From an optimization exercise on the open Yosys and OpenROAD flow, aimed at small area and a short achievable clock period; shortcuts taken in it are not production practice.
The RTL was checked by simulation tests, not by an equivalence proof against the original design.

==> flow/design.v, too long to show whole: its modules and the start of the top module <==
// module IIR: 1315 lines
// module IIR_fa: 4 lines
// module IIR_ha: 4 lines
module IIR
          (clk,
           reset,
           clk_enable,
           In1,
           ce_out,
           Out1);
  // ...
==> flow/run.sh <==
#!/bin/bash
# synth_recipe.tcl (not shown) runs the flow's synth.tcl, then flattens the netlist and writes it again
# the make line also repeats each setting of config.mk as NAME=value (left out here)
make -C /OpenROAD-flow-scripts/flow DESIGN_CONFIG=/design/flow/config.mk WORK_HOME=/design/flow/orfs CLKGATE_MAP_FILE= SYNTH_SCRIPT=/design/flow/synth_recipe.tcl finish
==> flow/config.mk <==
export PLATFORM = sky130hd
export DESIGN_NAME = IIR
export DESIGN_NICKNAME = IIR
export VERILOG_FILES = /design/flow/design.v
export SDC_FILE = /design/flow/constraint.sdc
export NUM_CORES = 4
export LEC_CHECK = 0
export CAP_MARGIN = 20
export CORE_MARGIN = 2
export CORE_UTILIZATION = 65
export SETUP_SLACK_MARGIN = 5
export SLEW_MARGIN = 20
export SYNTH_HIERARCHICAL = 1
export SYNTH_MINIMUM_KEEP_SIZE = 0
==> flow/constraint.sdc <==
create_clock -name core_clock -period 10.0 [get_ports {clk}]
set_input_delay 2.0000 -clock core_clock [delete_from_list [all_inputs] [get_ports {clk}]]
set_output_delay 2.0000 -clock core_clock [all_outputs]
set_load 0.01 [all_outputs]
==> results.toml, run 1 <==
[placement]
dp.cells = 1237

[synthesis]
netlist_top_cells_count = "fa_1 (189), ha_1 (152), inv_1 (133)"
avgSynthCellArea_um2 = 11.1
synth_fa_ha_area_frac = 0.513
synth-compound-area-share = 0.104

[timing]
setup_tns_ns = 0
max_freq_ghz = 0.189
setup_viol = 0

[clock_network]
clk_path_buf_depth = 2
holdBufCountCts = 0
clock_sinks = 83
cts_made_buffers = 9
cts_tree = "done"

[floorplanning]
pin_count = 36
rows = 47
taps = 220

[routing]
wl_per_cell_um = 20.3
routed.top_layer = "met4"

[final_layout]
area_delta_synth_final_pct = 16.5
final_cell_count_no_fill = 1316
num-clock-buffers = 9
largest-register = "t"
insertedDiodeCount = 0
n_all_buffers = 99
final_area_um2 = 12900

[worst_setup_path]
crit_arrival_ns = 5.53
crit_path_end = "o[15]$_DFFE_PP0P_"

[global_route]
grt_pass1_wl_um = 43900
use_met2 = 0.528
grtUsageMet3 = 0.0717

[status]
status = "finished clean"

[job]
cap_violations = 0

[worst_hold_path]
hp-start = "o[6]$_DFFE_PP0P_"
==> inputs of run 2 (changes only) <==
--- a/flow/config.mk
+++ b/flow/config.mk
@@ -7,7 +7,7 @@
 export LEC_CHECK = 0
 export CAP_MARGIN = 20
 export CORE_MARGIN = 2
-export CORE_UTILIZATION = 65
+export CORE_UTILIZATION = 40
 export SETUP_SLACK_MARGIN = 5
 export SLEW_MARGIN = 20
 export SYNTH_HIERARCHICAL = 1
==> run 2 against run 1 <==
  * Still clean on timing, DRC and antenna
  * Synthesized cell count unchanged
  * Sequential cell count did not move
  * Sequential share of layout area down 0.46 points
  * Via count decreased by 1.1%
  * Global-route usage is 12 points lower
  * Utilization shrank 29 points
  * Worst hold slack got worse by 0.0057 ns
  * Cell area grew 2.8%
  * Largest cell class unchanged
==> results.toml, run 2 <==
[status]
status = "finished clean"

[final_layout]
final_area_um2 = 13300
fillers = 2488
largest_register_ffs = 17
drive_above_1_share = 0.202
area_delta_synth_final_pct = 19.8
nNetsFinal = 1473
insertedDiodeCount = 0
largest-register = "t"
most-common-layout-cells = "fa_1 (171), ha_1 (144), inv_1 (118)"
mostFrequentLayoutCell = "fa_1"

[worst_setup_path]
endpoint_kind = "flip-flop"
crit_top_cell = "fa_2"
path_depth = 15
path_max_fanout = 3
worst-path-buf-inv = 1
slowest_stage = "fa_1"
critical_path_required_ns = 10.25
slowest_delay_ns = 0.55
crit_type = "reg2reg"
crit_path_start_kind = "flip-flop"
crit_chain = "clkinvlp_4 -> fa_2 -> fa_1 -> fa_2 -> fa_2 -> fa_1 -> ha_4 -> nand4_1 -> or2_1 -> a2111o_1 -> a31o_4 -> o211a_1 -> a311oi_2 -> xnor3_1 -> mux2_4"
cp_top_family = "adder cells"
crit_arrival_ns = 5.53
ff2ff_path_depth = 15

[clock_network]
clock_latency_ns = 0.36
cts_made_buffers = 9
clk_path_buf_depth = 2
clock_sinks = 83
h-tree-depth = 3
cts_tree = "done"
root_buffer = "clkbuf_16"
holdBufCountCts = 0
path_clk_slew_ns = 0.08

[timing]
tightest_slew_ns = 0.908
rsz0062_at_grt = "true"
min_period_ns = 5.28
setup_viol = 0
setup_tns_ns = 0
max_freq_ghz = 0.189
fin_skew_ns = 0.0106
period_share = 0.528
maxSlewViolCount = 0
hold_viol = 0
slew-limit-headroom = 0.395
hold_ws_ns = 0.477

[synthesis]
synth.top_cell.area_share = 0.341
synthesis.nets = 1358
synthCells = 998
yosysMostFrequentCell = "fa_1"
netlist_area_um2 = 11100
synth_top_flop_cell = "dfrtp_1"
ys_ff_latch = 83
async_flop_share = 1.00
synth_edf_count = 0
synthDistinctLibCells = 65
ys_top_cells_by_area = "fa_1 (34%), dfrtp_1 (19%), ha_1 (17%)"
synth_top_area_cell = "fa_1"
ys_seq_area_frac = 0.187
avgSynthCellArea_um2 = 11.1
synth_warnings = 7
netlist_top_cells_count = "fa_1 (189), ha_1 (152), inv_1 (133)"

[routing]
routed_wl_um = 26400
drtIter0Drc = 337
drt_first_pass_iters = 4
vias_per_cell = 5.21
drtAntennaViolNets = 0
drc = 0
wl_per_cell_um = 17.7
vias = 7758

[floorplanning]
core_area_um2 = 27100
dieArea_um2 = 29100
die_x_um = 171
rows = 60
initial_core_util = 0.409
dieHeight_um = 171
pin_count = 36

[job]
cap_violations = 0

[worst_hold_path]
hold_depth = 2
min_path_type = "reg2reg"

[global_route]
track_usage = 0.197
antenna_found_initial = 0
grt_pass1_vias = 8266
grt.overflow.total = 0
grt_pass1_wl_um = 43600
grt_max_degree = 81

[placement]
place_congestion = 0.821
hpwl_um = 18600
io_buffers = 30
dpl_cell_area_um2 = 12000
[run 2: changes by cell type in the layout (fill, tap and decap cells not counted), sizes merged]
| cell | previous run | this run |
|---|---|---|
| clkbuf | 9 | 10 |
| bufinv | 2 | 0 |
| inv | 121 | 124 |
| buf | 70 | 91 |
| clkinvlp | 15 | 14 |
[run 2: Yosys stat by module, one instance, submodules excluded]
| module | cell area [um^2] | cells | flip-flops and latches | copies in the design |
|---|---|---|---|---|
| IIR | 6920 | 776 | 83 | 1 |
| IIR_fa | 20.0 | 1 | 0 | 186 |
| IIR_ha | 12.5 | 1 | 0 | 36 |
[run 2: what timing repair did]
action,CTS,global route
setup endpoints to repair,42,29
pin swaps,24,18
resized for setup,50,37
buffers inserted,64,20
[run 2: worst paths after layout]
| kind | from | end | slack, ns |
|---|---|---|---|
| setup / recovery | s[13]$_DFFE_PP0P_ | o[15]$_DFFE_PP0P_ | 4.72 |
| hold / removal | r[1]$_DFFE_PP0P_ | vr[1]$_DFFE_PP0P_ | 0.48 |
| setup reg to reg | s[13]$_DFFE_PP0P_ | o[15]$_DFFE_PP0P_ | 4.72 |
| hold reg to reg | r[1]$_DFFE_PP0P_ | vr[1]$_DFFE_PP0P_ | 0.48 |
| max in group asynchronous | reset | s[3]$_DFFE_PP0P_ | 6.80 |
| min in group asynchronous | reset | o[15]$_DFFE_PP0P_ | 2.08 |
[run 2: layout make-up]
cell class                 count  area, um^2  share of cell area
timing repair buffer         120        1070              0.0805
clock buffer                  10         239              0.0180
clock inverter                 6        52.6             0.00396
multi-input combinational    765        8780               0.661
sequential                    83        2120               0.160
inverter                     134         557              0.0419
tap                          372         465              0.0350
[run 2: worst register-to-register path, stage by stage (launching register included)]
cell	delay, ns
dfrtp_4	0.47
clkinvlp_4	0.18
fa_2	0.38
fa_1	0.49
fa_2	0.38
fa_2	0.49
fa_1	0.55
ha_4	0.30
nand4_1	0.10
or2_1	0.26
a2111o_1	0.37
a31o_4	0.26
o211a_1	0.23
a311oi_2	0.21
xnor3_1	0.26
mux2_4	0.26
[run 2: cells by family (layout without fill, tap and decap cells)]
kind of cell             Yosys count  count (layout)  share of synthesized area
adder cells (fa/ha/maj)          341             341                      0.513
AO/OA/AOI/OAI                    175             175                      0.104
AND/OR/NAND/NOR                  171             171                     0.0754
buffers and inverters            150             270                     0.0511
flip-flops                        83              83                      0.187
XOR/XNOR                          44              44                     0.0360
multiplexers                      33              33                     0.0332
other                              1               1                   0.000338
[run 2: through the flow]
step | worst slack (ns) | instances | util
after floorplan | 4.62 | 998 | -
after global placement | 3.88 | 1390 | 0.443
after detailed placement | 3.82 | 1390 | 0.443
after CTS | 4.72 | 1470 | 0.479
after global routing | 4.58 | 1490 | 0.490
final | 4.72 | 1490 | 0.490
[run 2: routing by layer]
layer  share of wire  global-route usage  wire length, um  up-vias
met3           0.052              0.0328             1380       32
met4           0.018              0.0535              480        0
met2            0.49               0.330            12900      132
li1                -                   -                -     3634
met5               0                   0                0        -
met1            0.44               0.266            11600     3960

## re-timing with driven ports
How much do the figures lean on ideal ports? The routed layouts below were timed once more, with nothing changed but the port constraints. Step 1 (the two cells are an assumption about what drives the block):
set clk [get_ports {clk}]
set_driving_cell -lib_cell sky130_fd_sc_hd__clkbuf_16 $clk
set_driving_cell -lib_cell sky130_fd_sc_hd__buf_2 [delete_from_list [all_inputs] $clk]
Step 2 also shifts input and output timing later by t, the mid clock arrival at the registers, as if the neighbouring blocks saw the same clock. a / b / c = ideal / step 1 / step 2; a / b = the first two.
| run | shift t [ns] | setup WS [ns] | worst setup path after step 2 | pins driven straight from the clock port |
|---|---|---|---|---|
| run 1 | 0.394 | 4.710 / 4.710 / 4.710 | register to register | 1 |
| run 2 | 0.400 | 4.718 / 4.718 / 4.718 | register to register | 1 |
After both steps every run listed still meets setup and hold.
